From an optimization exercise on the open Yosys and OpenROAD flow, aimed at small area and a short achievable clock period; shortcuts taken in it are not production practice.
The RTL was checked by simulation tests, not by an equivalence proof against the original design.
No run shown here takes its clock network from TritonCTS; it comes from the design's own scripts or RTL.
No driver is modelled on the clock port, so clock power and skew are understated where the tree is cut down; a real chip needs a root buffer or a tree.
Power is estimated from default activity; no workload was simulated.

## flow/design.v (module list and top-level ports; edited modules follow where they fit)
// module alu: 68 lines
// module row_mux: 3 lines
// module row_mux_or: 3 lines
// module mul_cs: 548 lines
// module csa_fa: 4 lines
// module csa_fx: 4 lines
// module csa_x2: 3 lines
// module csa_or: 3 lines
// module mul_row2: 4 lines
// module mul_row4: 4 lines
// module mul_row6: 4 lines
// module mul_row8: 4 lines
// module mul_row10: 4 lines
// module mul_row12: 4 lines
// module mul_row14: 4 lines
// module mul_row16: 4 lines
// module mul_row18: 4 lines
// module mul_row20: 4 lines
// module mul_row22: 4 lines
// module mul_row24: 4 lines
// module mul_row26: 4 lines
// module mul_row28: 4 lines
// module mul_row30: 4 lines
// module mul_row32: 4 lines
// module csa_xn: 3 lines
// module pfx_add: 541 lines
// module pfx_nand: 3 lines
// module pfx_nor: 3 lines
// module pfx_xnor: 3 lines
// module pfx_inv: 3 lines
// module pfx_aoi: 3 lines
// module pfx_oai: 3 lines
module alu #(parameter DATA_WIDTH = 32, OP = 3)
(
    input wire start,
    input wire clk,
    input wire reset_n,
    input wire [DATA_WIDTH - 1 : 0] A,
    input wire [DATA_WIDTH - 1 : 0] B,
    input wire [OP - 1 : 0] op,
    output wire [DATA_WIDTH - 1 : 0] result,
    output reg done
);
  // ...
==> flow/flow/run.sh <==
#!/bin/bash
# The standard layout flow (standard.sh: ORFS with the standard flow's config and standard synthesis),
# with these changes:
#  - after floorplan, prep.tcl sets combinational cells to drive strength 1 (and gives
#    registers with a large fanout a stronger drive), so that the resizer, which sees the
#    placement, chooses the sizes;
#  - the ports are buffered with buf_2 cells (ORFS would pick clkdlybuf4s50_1 delay cells);
#  - the clock tree is two levels of clkbuf_16 buffers: 4 driven by the clock port, 8 leaf
#    buffers each at the centre of a group of registers (clock_tree.tcl, run by ORFS's cts
#    step in place of TritonCTS);
#  - repair_timing aims at a setup slack margin of 5.25 ns.
set -e
export BUFFER_PORTS_ARGS="-buffer_cell sky130_fd_sc_hd__buf_2"
export PRE_CTS_TCL=$(pwd)/flow/clock_tree.tcl
export CLK_GROUPS=8
export CLK_ROOTS=4
bash standard.sh SETUP_SLACK_MARGIN=5.25 floorplan > standard_floorplan.log 2>&1
ODB_IN=$(ls -d orfs/results/*/alu/base)/2_floorplan.odb FLOP_FANOUT=8 openroad -no_splash -exit flow/prep.tcl > prep.log 2>&1
bash standard.sh SETUP_SLACK_MARGIN=5.25 finish > standard.log 2>&1
==> flow/flow/clock_tree.tcl <==
# Clock tree built directly, in two levels: the clock port drives CLK_ROOTS clkbuf_16
# buffers, which drive CLK_GROUPS clkbuf_16 leaf buffers, each placed at the centre of one
# group of registers (the registers split by position) and driving that group's clock pins.
# Used in place of TritonCTS through the PRE_CTS_TCL hook of ORFS's cts step; the rest of the
# step (placement legalization, timing repair) runs as usual.
rename clock_tree_synthesis __orfs_clock_tree_synthesis
proc split_groups {items n} {
  set groups [list $items]
  set axis 0
  while {[llength $groups] < $n} {
    set new {}
    foreach g $groups {
      set g [lsort -integer -index $axis $g]
      set h [expr {[llength $g] / 2}]
      lappend new [lrange $g 0 [expr {$h - 1}]] [lrange $g $h end]
    }
    set groups $new
    set axis [expr {1 - $axis}]
  }
  return $groups
}
proc centre {g} {
  set sx 0; set sy 0
  foreach s $g { incr sx [lindex $s 0]; incr sy [lindex $s 1] }
  return [list [expr {$sx / [llength $g]}] [expr {$sy / [llength $g]}]]
}
proc clock_tree_synthesis {args} {
  set block [ord::get_db_block]
  set bufm [[ord::get_db] findMaster sky130_fd_sc_hd__clkbuf_16]
  set clknet [$block findNet clk]
  set sinks {}
  foreach it [$clknet getITerms] {
    set bb [[$it getInst] getBBox]
    lappend sinks [list [expr {([$bb xMin] + [$bb xMax]) / 2}] [expr {([$bb yMin] + [$bb yMax]) / 2}] $it]
  }
  # leaf buffers
  set leaves {}
  set i 0
  foreach g [split_groups $sinks $::env(CLK_GROUPS)] {
    lassign [centre $g] cx cy
    set buf [odb::dbInst_create $block $bufm "clkbuf_leaf_$i"]
    $buf setLocation $cx $cy
    $buf setPlacementStatus PLACED
    set net [odb::dbNet_create $block "clknet_leaf_$i"]
    $net setSigType CLOCK
    [$buf findITerm X] connect $net
    foreach s $g {
      set it [lindex $s 2]
      $it disconnect
      $it connect $net
    }
    lappend leaves [list $cx $cy [$buf findITerm A]]
    puts "clock leaf $i: [llength $g] registers at $cx $cy"
    incr i
  }
  # root buffers, driven by the clock port
  set i 0
  foreach g [split_groups $leaves $::env(CLK_ROOTS)] {
    lassign [centre $g] cx cy
    set buf [odb::dbInst_create $block $bufm "clkbuf_root_$i"]
    $buf setLocation $cx $cy
    $buf setPlacementStatus PLACED
    set net [odb::dbNet_create $block "clknet_root_$i"]
    $net setSigType CLOCK
    [$buf findITerm A] connect $clknet
    [$buf findITerm X] connect $net
    foreach s $g { [lindex $s 2] connect $net }
    puts "clock root $i: [llength $g] leaf buffers at $cx $cy"
    incr i
  }
  $clknet setSigType CLOCK
  global_connect
}
==> flow/flow/prep.tcl <==
# Runs on the floorplan database, before placement:
#  1. every combinational cell that synthesis gave a larger drive strength is set back to
#     its drive-1 version; the resizer, which sees the placement, sizes cells afterwards;
#  2. registers whose output drives more than FLOP_FANOUT pins get the drive-4 version of
#     their cell (same cell type, larger drive strength).
read_db $::env(ODB_IN)
set db [ord::get_db]
set block [ord::get_db_block]
set n 0
set f 0
foreach inst [$block getInsts] {
  set m [$inst getMaster]
  set name [$m getName]
  if {[$m isSequential]} {
    if {[regexp {^(sky130_fd_sc_hd__dfxtp)_([0-9]+)$} $name -> base size]} {
      set q [$inst findITerm Q]
      set net [$q getNet]
      if {$net ne "NULL" && [llength [$net getITerms]] - 1 > $::env(FLOP_FANOUT)} {
        $inst swapMaster [$db findMaster ${base}_4]
        incr f
      }
    }
    continue
  }
  if {[regexp {^(sky130_fd_sc_hd__[a-z0-9]+)_([0-9]+)$} $name -> base size] && $size > 1} {
    if {[string match "*df*" $base] || [string match "*dl*" $base] || [string match "*clk*" $base]} { continue }
    set new [$db findMaster ${base}_1]
    if {$new ne "NULL"} { $inst swapMaster $new; incr n }
  }
}
puts "downsized $n instances, upsized $f registers"
write_db $::env(ODB_IN)
==> flow/standard.sh <==
#!/bin/bash
# synth_recipe.tcl (not shown) runs the flow's synth.tcl, then flattens the netlist and writes it again
# the make line also repeats each setting of config.mk as NAME=value (left out here)
make -C /OpenROAD-flow-scripts/flow DESIGN_CONFIG=/design/flow/config.mk WORK_HOME=/design/flow/orfs CLKGATE_MAP_FILE= SYNTH_SCRIPT=/design/flow/synth_recipe.tcl "${@:-finish}"
==> flow/config.mk <==
export PLATFORM = sky130hd
export DESIGN_NAME = alu
export DESIGN_NICKNAME = alu
export VERILOG_FILES = /design/flow/design.v
export SDC_FILE = /design/flow/constraint.sdc
export NUM_CORES = 4
export LEC_CHECK = 0
export CAP_MARGIN = 20
export CORE_MARGIN = 2
export CORE_UTILIZATION = 45
export SETUP_SLACK_MARGIN = 5
export SLEW_MARGIN = 20
export SYNTH_HIERARCHICAL = 1
export SYNTH_MINIMUM_KEEP_SIZE = 0
==> flow/constraint.sdc <==
create_clock -name core_clock -period 9.5 [get_ports {clk}]
set_input_delay 1.9000 -clock core_clock [delete_from_list [all_inputs] [get_ports {clk}]]
set_output_delay 1.9000 -clock core_clock [all_outputs]
set_load 0.01 [all_outputs]
==> summary.md, run 1 <==
| Metric | Value |
|---|---|
| Most frequent cell on the critical path | `fa_1` |
| FFs w/ async S/R, synth | `1.10%` |
| Crit Path Category | `flip-flop to flip-flop` |
| DRT antenna net count | `0` |
| Initial antenna violation count | `1` |
| Clock Latency Late Sink | `0.31 ns` |
| M1 WL | `24200 µm` |
| Post-cts gate resize count | `8` |
| Worst Max-Slew Pin Slew | `0.934 ns` |
| Worst setup path end | `x_r[31]` |
| Finished layout cell area | `17600 µm²` |
| Hold depth | `0` |
| PwrDens | `275 nW/µm²` |
| EDFF count, synth | `0` |
| Reg-to-reg critical path startpoint | `s3_r[8]` |
| Via density | `7.24` |
| Hold Slack | `0.358 ns` |
| Met2 usage | `51.7%` |
| Routed via count | `16100` |
| Worst Skew | `0.0360 ns` |
| Area of the multi-input gates | `12000 µm²` |
| Routed met2 length | `28500 µm` |
| Layout inverter count without the clock tree | `31` |
| Post-Place Cell Area | `17100 µm²` |
| Tapcells | `468` |
| Drt drc | `0` |
| DR WL/cell | `29.2 µm` |
| Predominant post-synthesis flop cell | `dfxtp_1` |
| First-pass GRT wire length | `97500 µm` |
| Mux share of post-synthesis cell area | `0.0594%` |
| CP delay by family, top | `adder cells` |
| Clock power share | `9.6%` |
| Status | `timing/DRC/antenna clean` |
| Yosys warns | `7` |
| Int Pwr | `0.00256 W` |
| Top class by area | `multi-input gates` |
| Combinational gate power | `0.00317 W` |
| Syn avg cell area | `9.78 µm²` |
| Final HPWL DP | `44400 µm` |
| Max Fanout on Critical Path | `16` |
| Count leader, synth | `a222oi_1` |
| Post-Synth Adder-Cell Area | `24.0%` |
==> inputs of run 2 (changes only) <==
--- a/flow/flow/run.sh
+++ b/flow/flow/run.sh
@@ -16,4 +16,4 @@
 export CLK_ROOTS=4
 bash standard.sh SETUP_SLACK_MARGIN=5.25 floorplan > standard_floorplan.log 2>&1
-ODB_IN=$(ls -d orfs/results/*/alu/base)/2_floorplan.odb FLOP_FANOUT=8 openroad -no_splash -exit flow/prep.tcl > prep.log 2>&1
+ODB_IN=$(ls -d orfs/results/*/alu/base)/2_floorplan.odb FLOP_FANOUT=6 LIB_FILE=$FLOW_HOME/platforms/sky130hd/lib/sky130_fd_sc_hd__tt_025C_1v80.lib openroad -no_splash -exit flow/prep.tcl > prep.log 2>&1
 bash standard.sh SETUP_SLACK_MARGIN=5.25 finish > standard.log 2>&1
--- a/flow/flow/prep.tcl
+++ b/flow/flow/prep.tcl
@@ -1,3 +1,4 @@
 # Runs on the floorplan database, before placement:
+#  0. synthesis buffers are removed;
 #  1. every combinational cell that synthesis gave a larger drive strength is set back to
 #     its drive-1 version; the resizer, which sees the placement, sizes cells afterwards;
@@ -5,4 +6,8 @@
 #     their cell (same cell type, larger drive strength).
 read_db $::env(ODB_IN)
+read_liberty $::env(LIB_FILE)
+# synthesis buffers go first (placement would remove them anyway), so that register
+# fanouts are counted as placement will see them
+remove_buffers
 set db [ord::get_db]
 set block [ord::get_db_block]
==> run 2 against run 1 <==
  * Critical path depth rose by 1
  * Sequential share of layout area rose by 0.88 points
  * Utilization rose by 0.088 points
  * Still clean
==> summary.md, run 2 <==
| Metric | Value |
|---|---|
| Status | `timing/DRC/antenna clean (unchanged)` |
| Worst Path Arrival | `4.31 ns (was 4.41 ns)` |
| Crit path largest cell delay | `0.51 ns (was 0.89 ns)` |
| Finished layout cell area | `17600 µm² (about the same)` |
| Crit Path Category | `flip-flop to flip-flop (unchanged)` |
| Worst Skew | `0.0381 ns (was 0.0360 ns)` |
| Reg2reg end | `y_r[29] (was x_r[31])` |
| Core area | `36800 µm² (unchanged)` |
| Clock Latency Late Sink | `0.31 ns (about the same)` |
| Fin. max-slew vios | `0 (unchanged)` |
| Worst Max-Slew Pin Slew | `0.727 ns (was 0.934 ns)` |
| Via density | `7.21 (was 7.24)` |
| DR WL/cell | `29.0 µm (was 29.2 µm)` |
| Layout Nets | `2020 (was 2038)` |
| Top cells by count, synth | `a222oi_1, fa_1, dfxtp_1, nor2_1, nand2_1 (unchanged)` |
| Crit. End Element | `flip-flop (unchanged)` |
| Yosys warns | `7 (unchanged)` |
| Number of global-route vias before repair | `15900 (was 16100)` |
| Final Cycle Share | `43.3% (was 45.1%)` |
| Buffers on Ports | `102 (unchanged)` |
| Initial antenna violation count | `0 (was 1)` |
| Die Span X | `198 µm (unchanged)` |
| CP cell instances | `a222oi_1 -> fa_1 -> fa_1 -> fa_1 -> fa_1 -> fa_1 -> fa_1 -> o21ai_2 (was a222oi_1 -> fa_1 -> fa_1 -> fa_1 -> fa_1 -> fa_1 -> o31ai_1)` |
| Mapped Cells | `1724 (unchanged)` |
| Ant. Diodes | `0 (unchanged)` |
| Max-slew headroom | `51.6% (was 37.6%)` |
| Crit start category | `flip-flop (unchanged)` |
| Max VDD drop | `0.200 mV (was 0.167 mV)` |
| Final HPWL DP | `43800 µm (was 44400 µm)` |
| Final setup vio count | `0 (unchanged)` |
| Predominant post-synthesis flop cell | `dfxtp_1 (unchanged)` |
| Drt pass-1 iters | `20 (was 22)` |
| Register area share after synthesis | `21.7% (unchanged)` |
| GPL Wtd Cong | `0.965 (was 0.937)` |
| Total GRT Usage | `31.8% (was 32.4%)` |
| Cell taking the most area after synthesis | `fa_1 (unchanged)` |
| Worst setup path end | `y_r[29] (was x_r[31])` |
| Drt drc | `0 (unchanged)` |
| Final worst path period need | `4.11 ns (was 4.28 ns)` |
| First-pass GRT wire length | `95800 µm (was 97500 µm)` |
| Top Registers | `a3_r: 32 flops, x_r: 32 flops, y_r: 32 flops (unchanged)` |
| Routed via count | `15900 (was 16100)` |
| Post-Place Cell Area | `17200 µm² (was 17100 µm²)` |
| Yosys reg bits | `182 (unchanged)` |
| Die Area | `39000 µm² (unchanged)` |
| Worst EP required | `9.70 ns (was 9.63 ns)` |
| Pleak | `6.03 nW (was 6.10 nW)` |
| Slowest-stage cell, CP | `dfxtp_4 (was dfxtp_1)` |
| Crit path from | `s1_r[1] (was s3_r[8])` |
| I/O Pins | `103 (unchanged)` |
| Maxcap violations | `0 (unchanged)` |
| Row count | `70 (unchanged)` |
| Syn avg cell area | `9.78 µm² (unchanged)` |
| PwrDens | `274 nW/µm² (was 275 nW/µm²)` |
| Largest net degree at the start of global routing | `65 (unchanged)` |
| Die Y | `198 µm (unchanged)` |
| Reg-to-reg setup timing slack | `5.39 ns (was 5.22 ns)` |
| Top cells by area, synth | `fa_1, dfxtp_1, a222oi_1 (unchanged)` |
| Starting Density | `45.8% (unchanged)` |
| Synth-to-layout area growth | `4.36% (was 4.17%)` |
| Layout cells sized above 1 | `13.7% (was 12.7%)` |
| Synth top area share | `21.7% (unchanged)` |
| Setup_tns | `0 ns (unchanged)` |
| RSZ-0062 raised after global routing | `true (unchanged)` |
| Synth cell types | `67 (unchanged)` |
| GRT overflow | `0 (unchanged)` |
| Reg2reg path depth | `8 (was 7)` |
| Hold WC Path Type | `flip-flop to flip-flop (unchanged)` |
| EDFF count, synth | `0 (unchanged)` |
| Final Hold Violating Endpoints | `0 (unchanged)` |
| Most frequent cell on the critical path | `fa_1 (unchanged)` |
| Reg-to-reg critical path startpoint | `s1_r[1] (was s3_r[8])` |
| DR iter-0 viols | `3654 (was 3691)` |
| FFs w/ async S/R, synth | `1.10% (unchanged)` |
| Max Fclk | `243 MHz (was 233 MHz)` |
| Clock slew seen by the registers of the worst setup and hold paths | `0.09 ns (about the same)` |
| Max Fanout on Critical Path | `33 (was 16)` |
| Syn Std Cell Area | `16900 µm² (unchanged)` |
| Final wirelength | `63800 µm (was 64900 µm)` |
| Most common cell after layout, fill and taps aside | `a222oi_1 (unchanged)` |
| Count leader, synth | `a222oi_1 (unchanged)` |
| DRT antenna net count | `0 (unchanged)` |
| Most frequent cells in the layout | `a222oi_1, fa_1, nor2_1 (unchanged)` |
run 2: cell counts after synthesis:
No cell type changed its count.
run 2: per-layer routing:
metal	up-vias	GRT usage, %	wire [µm]
met2	1305	50.2	28000
li1	6756	-	-
met1	7620	42.1	24800
met4	0	11.6	2800
met3	211	8.37	8310
met5	-	0	0
run 2: cell families after synthesis:
| group | after synthesis | share of synthesized area [%] |
|---|---|---|
| AOI/OAI and AO/OA | 670 | 32.1 |
| xor gates and xnor gates | 143 | 7.43 |
| adders and majority gates | 213 | 24.0 |
| buffers and inverters | 145 | 5.33 |
| DFF | 182 | 21.7 |
| muxes | 1 | 0.0594 |
| other | 1 | 0.0222 |
| and+or+nand+nor | 369 | 9.47 |
run 2: modules after synthesis, one instance, submodules excluded, a selection:
module	times used	cells	cell area, µm²
alu	1	675	6810
mul_row4	1	4	37.5
pfx_oai	78	1	5.00
mul_row16	1	19	181
mul_row14	1	17	161
mul_row6	1	6	57.6
run 2: how the worst min path moves through the flow:
stage | from | end | slack, ns | cells after the start
global route | done_reg | done | 0.38 | 0
detailed placement | done_reg | done | 0.34 | 0
global placement | done_reg | done | 0.34 | 0
CTS | done_reg | done | 0.34 | 0
floorplan | done_reg | done | 0.33 | 0
finish | done_reg | done | 0.36 | 0
run 2: per-stage QoR:
stage / instances / setup WS, ns / power, W / hold slack, ns / utilization [%]
2_1_floorplan: 1725 / 5.31 / 0.00352 / 0.331 / -
3_3_place_gp: 2187 / 4.89 / 0.00422 / 0.336 / 46.6
3_5_place_dp: 2187 / 4.85 / 0.00425 / 0.343 / 46.6
4_1_cts: 2201 / 5.27 / 0.00463 / 0.343 / 47.6
5_1_grt: 2203 / 5.19 / 0.00518 / 0.375 / 47.8
6_report: 2203 / 5.39 / 0.00482 / 0.361 / 47.8
run 2: worst max-delay path, delay by kind of cell (launching register included):
family,cells,cell delay [ns]
fa+ha+maj,6,2.78
compound gates,2,0.70
flops,1,0.51
run 2: timing repair:
action | CTS | global route
pin swaps | 4 | 2
setup endpoints to repair | 9 | 15
gates resized for setup | 10 | 12
hold buffers | 0 | 0
setup buffers | 2 | 2
run 2: final cells by class:
| cell class | count | area [µm²] |
|---|---|---|
| Buffer | 12 | 300 |
| Fill cell | 3495 | 19200 |
| Inverter | 31 | 116 |
| Multi-Input combinational cell | 1398 | 12000 |
| Sequential cell | 182 | 4000 |
| Tap cell | 468 | 586 |
| Timing Repair Buffer | 112 | 601 |
run 2: power breakdown:
part / switching, W / leakage [nW] / internal, W
logic: 0.00166 / 4.31 / 0.00144
registers: 0.000362 / 1.57 / 0.000895
clock network: 0.000234 / 0.148 / 0.000227
total: 0.00226 / 6.03 / 0.00257
==> inputs of run 3 (changes only) <==
--- a/flow/flow/run.sh
+++ b/flow/flow/run.sh
@@ -9,5 +9,5 @@
 #    buffers each at the centre of a group of registers (clock_tree.tcl, run by ORFS's cts
 #    step in place of TritonCTS);
-#  - repair_timing aims at a setup slack margin of 5.25 ns.
+#  - repair_timing aims at a setup slack margin of 5.4 ns.
 set -e
 export BUFFER_PORTS_ARGS="-buffer_cell sky130_fd_sc_hd__buf_2"
@@ -15,5 +15,5 @@
 export CLK_GROUPS=8
 export CLK_ROOTS=4
-bash standard.sh SETUP_SLACK_MARGIN=5.25 floorplan > standard_floorplan.log 2>&1
+bash standard.sh SETUP_SLACK_MARGIN=5.4 floorplan > standard_floorplan.log 2>&1
 ODB_IN=$(ls -d orfs/results/*/alu/base)/2_floorplan.odb FLOP_FANOUT=6 LIB_FILE=$FLOW_HOME/platforms/sky130hd/lib/sky130_fd_sc_hd__tt_025C_1v80.lib openroad -no_splash -exit flow/prep.tcl > prep.log 2>&1
-bash standard.sh SETUP_SLACK_MARGIN=5.25 finish > standard.log 2>&1
+bash standard.sh SETUP_SLACK_MARGIN=5.4 finish > standard.log 2>&1
==> run 3 against run 2 <==
  * Still clean
  * Global-route usage about the same
  * Worst setup slack gained 0.064 ns
  * Fmax is 1.6% higher
  * Register-to-register slack gained 0.07 ns
  * Synthesized area stayed put
  * Total power is 2.3% higher
  * Sequential power about the same
  * Via count increased by 2.3%
  * Routed wire length increased by 5.2%
==> summary.md, run 3 <==
| Metric | Value |
|---|---|
| GRT met1 Usage | `42.1% (about the same)` |
| Buffers on Ports | `102 (unchanged)` |
| Clock slew seen by the registers of the worst setup and hold paths | `0.08 ns (was 0.09 ns)` |
| Number of global-route vias before repair | `15900 (about the same)` |
| Top cells by area, synth | `fa_1, dfxtp_1, a222oi_1 (unchanged)` |
| Top cells by count, synth | `a222oi_1, fa_1, dfxtp_1, nor2_1, nand2_1 (unchanged)` |
| Syn avg cell area | `9.78 µm² (unchanged)` |
| Row count | `70 (unchanged)` |
| Mux share of post-synthesis cell area | `0.0594% (unchanged)` |
| Worst EP required | `7.60 ns (was 9.70 ns)` |
| Core area | `36800 µm² (unchanged)` |
| Most common cell after layout, fill and taps aside | `a222oi_1 (unchanged)` |
| Final wirelength | `67200 µm (was 63800 µm)` |
| Syn Std Cell Area | `16900 µm² (unchanged)` |
| RSZ-0062 raised after global routing | `true (unchanged)` |
| Layout Nets | `2057 (was 2020)` |
| Post-Synth Adder-Cell Area | `24.0% (unchanged)` |
| Ant. Diodes | `0 (unchanged)` |
| Dpl cells | `2187 (unchanged)` |
| Worst Skew | `0.0392 ns (was 0.0381 ns)` |
| Mapped Cells | `1724 (unchanged)` |
| DR iter-0 viols | `3669 (was 3654)` |
| Max Fclk | `247 MHz (was 243 MHz)` |
| Routed via count | `16300 (was 15900)` |
| First-pass GRT wire length | `95900 µm (was 95800 µm)` |
| Maxcap violations | `0 (unchanged)` |
| Status | `timing/DRC/antenna clean (unchanged)` |
| Post-Synth Simple-Gate Area | `9.47% (unchanged)` |
| Final Hold Violating Endpoints | `0 (unchanged)` |
| Final setup vio count | `0 (unchanged)` |
| Largest family of logic cells by synthesized area | `compound AO/OA/AOI/OAI gates (unchanged)` |
| Die Span X | `198 µm (unchanged)` |
| Crit Path Category | `flip-flop to output pin (was flip-flop to flip-flop)` |
| DRT antenna net count | `0 (unchanged)` |
| Total GRT Usage | `31.9% (was 31.8%)` |
| GR peak layer | `met2 (unchanged)` |
| Max VDD drop | `0.194 mV (was 0.200 mV)` |
| Final HPWL DP | `43800 µm (unchanged)` |
| Synth top area share | `21.7% (unchanged)` |
| Crit. End Element | `output pin (was flip-flop)` |
| Via density | `7.26 (was 7.21)` |
| Worst Path Arrival | `2.15 ns (was 4.31 ns)` |
| Fin. max-slew vios | `0 (unchanged)` |
| Synth-to-layout area growth | `8.52% (was 4.36%)` |
| Final Cycle Share | `42.6% (was 43.3%)` |
| GPL Wtd Cong | `0.965 (unchanged)` |
| Die Area | `39000 µm² (unchanged)` |
| Max Fanout on Critical Path | `4 (was 33)` |
| Post-Synth XOR/XNOR Area | `7.43% (unchanged)` |
| Initial antenna violation count | `0 (unchanged)` |
| Register area share after synthesis | `21.7% (unchanged)` |
| Clock Latency Late Sink | `0.31 ns (about the same)` |
| I/O Pins | `103 (unchanged)` |
| Met2 usage | `50.2% (about the same)` |
| Yosys warns | `7 (unchanged)` |
| Count leader, synth | `a222oi_1 (unchanged)` |
| Crit start category | `flip-flop (unchanged)` |
| Non-Filler Instances | `2240 (was 2203)` |
| Synth Area in Compound Gates | `32.1% (unchanged)` |
| Pleak | `6.30 nW (was 6.03 nW)` |
| Die Y | `198 µm (unchanged)` |
| Max-slew headroom | `51.3% (was 51.6%)` |
| Drt drc | `0 (unchanged)` |
| EDFF count, synth | `0 (unchanged)` |
| Predominant post-synthesis flop cell | `dfxtp_1 (unchanged)` |
| GR Util met3 | `8.31% (was 8.37%)` |
| Hold WC Path Type | `flip-flop to flip-flop (unchanged)` |
| Worst Max-Slew Pin Slew | `0.730 ns (was 0.727 ns)` |
| Reg-to-reg setup timing slack | `5.46 ns (was 5.39 ns)` |
| Cell taking the most area after synthesis | `fa_1 (unchanged)` |
| DR WL/cell | `30.0 µm (was 29.0 µm)` |
| PwrDens | `270 nW/µm² (was 274 nW/µm²)` |
| Most frequent cells in the layout | `a222oi_1, fa_1, nand2_1 (was a222oi_1, fa_1, nor2_1)` |
| Final worst path period need | `4.05 ns (was 4.11 ns)` |
| GRT overflow | `0 (unchanged)` |
| Yosys reg bits | `182 (unchanged)` |
| Layout cells sized above 1 | `19.5% (was 13.7%)` |
| Synth cell types | `67 (unchanged)` |
| FFs w/ async S/R, synth | `1.10% (unchanged)` |
| Top Registers | `a3_r: 32 flops, x_r: 32 flops, y_r: 32 flops (unchanged)` |
| Starting Density | `45.8% (unchanged)` |
| Drt pass-1 iters | `21 (was 20)` |
| Cts hold-fix bufs | `0 (unchanged)` |
| Largest net degree at the start of global routing | `65 (unchanged)` |
| Setup_tns | `0 ns (unchanged)` |
## run 3: changes by cell type in the layout (fill, tap and decap cells not counted), sizes merged
cell    previous run  this run
buf              112       148
clkbuf            12        13
## run 3: worst max-delay path, cell delays in order, from the launching register on
cell     delay, ns
dfxtp_1       0.34
nor2_2        0.21
nor2_1        0.10
a21oi_2       0.34
o21ai_4       0.14
a21oi_2       0.22
o21ai_1       0.11
xor2_1        0.16
nor2_1        0.10
buf_2         0.13
## run 3: per-layer routing
metal,part of all wire (%),up-vias
li1,-,6827
met1,37,7735
met2,42,1392
met3,13,311
met4,7.1,0
met5,0,-
## run 3: path summary, 6_finish.rpt
path,from,endpoint,depth (start not counted)
worst max-delay path,y_r[1],result[30],9
worst max register to register,a_r[12],y_r[27],8
max in group asynchronous,reset_n,done_reg,1
min in group asynchronous,reset_n,done,1
worst min register to register,done_reg,done,0
worst min-delay path,done_reg,done,0
## run 3: cell families after synthesis
group | after synthesis
other | 1
AO/OA/AOI/OAI | 670
adder cells (fa/ha/maj) | 213
flip-flops | 182
AND/OR/NAND/NOR | 369
buffers and inverters | 145
XOR/XNOR | 143
multiplexers | 1
## run 3: cell type report
class	count	area [µm²]
timing repair buffer	149	1010
sequential	182	4000
fill	3465	18500
tap	468	586
inverter	31	116
multi-input combinational	1398	12300
buffer	12	300
## run 3: per-module statistics from Yosys, one instance, submodules excluded, excerpt
| module | cell area [µm²] | cells | flip-flops and latches |
|---|---|---|---|
| mul_row28 | 360 | 37 | 0 |
| mul_row26 | 348 | 35 | 0 |
| csa_xn | 8.76 | 1 | 0 |
| alu | 6810 | 675 | 182 |
| pfx_xnor | 8.76 | 1 | 0 |
| mul_row6 | 57.6 | 6 | 0 |
## run 3: what timing repair did
action,in CTS,in global routing
hold endpoints to repair,0,0
buffers inserted,5,36
pin swaps,7,22
resized for setup,21,86
endpoints found under the setup margin,17,28
## run 3: report_power, final
part / internal, W / leakage [nW] / switching, W / total (W)
Clock: 0.000227 / 0.148 / 0.000235 / 0.000462
Combinational: 0.00149 / 4.58 / 0.00174 / 0.00323
Sequential: 0.000895 / 1.57 / 0.000342 / 0.00124
## run 3: per-stage QoR
step	utilization (%)	worst slack, ns	hold slack, ns	total power (W)	cell area (µm²)
2_1_floorplan	-	5.56	0.331	0.00352	16900
3_3_place_gp	46.6	4.89	0.336	0.00422	17200
3_5_place_dp	46.6	4.85	0.343	0.00425	17200
4_1_cts	47.8	5.38	0.343	0.00465	17600
5_1_grt	49.7	5.34	0.375	0.00527	18300
6_report	49.7	5.45	0.360	0.00493	18300

==> separate check: timing with driven ports <==
How much do the figures lean on ideal ports? The routed layouts below were timed once more, with nothing changed but the port constraints. Step 1: set_driving_cell puts a clkbuf_16 on clk and a buf_2 on each other input, an assumption about the parent block. Step 2 also shifts input and output timing later by t, the mid clock arrival at the registers, as if the neighbouring blocks saw the same clock. a / b / c = ideal ports / drivers / drivers and shift; a / b = the first two.
run	shift t [ns]	setup WS [ns]	hold WS [ns]	worst data-port slew with drivers (ns)
run 1	0.419	5.216 / 5.196 / 5.216	0.358 / 0.358 / 0.358	0.04
run 2	0.399	5.387 / 5.286 / 5.248	0.361 / 0.361 / 0.361	0.04
run 3	0.398	5.451 / 5.347 / 5.339	0.360 / 0.360 / 0.360	0.05
After both steps setup and hold are still met in every run listed. The setup slack of run 2, which loses most, moves by -0.101 ns with the drivers and by -0.139 ns with both steps.
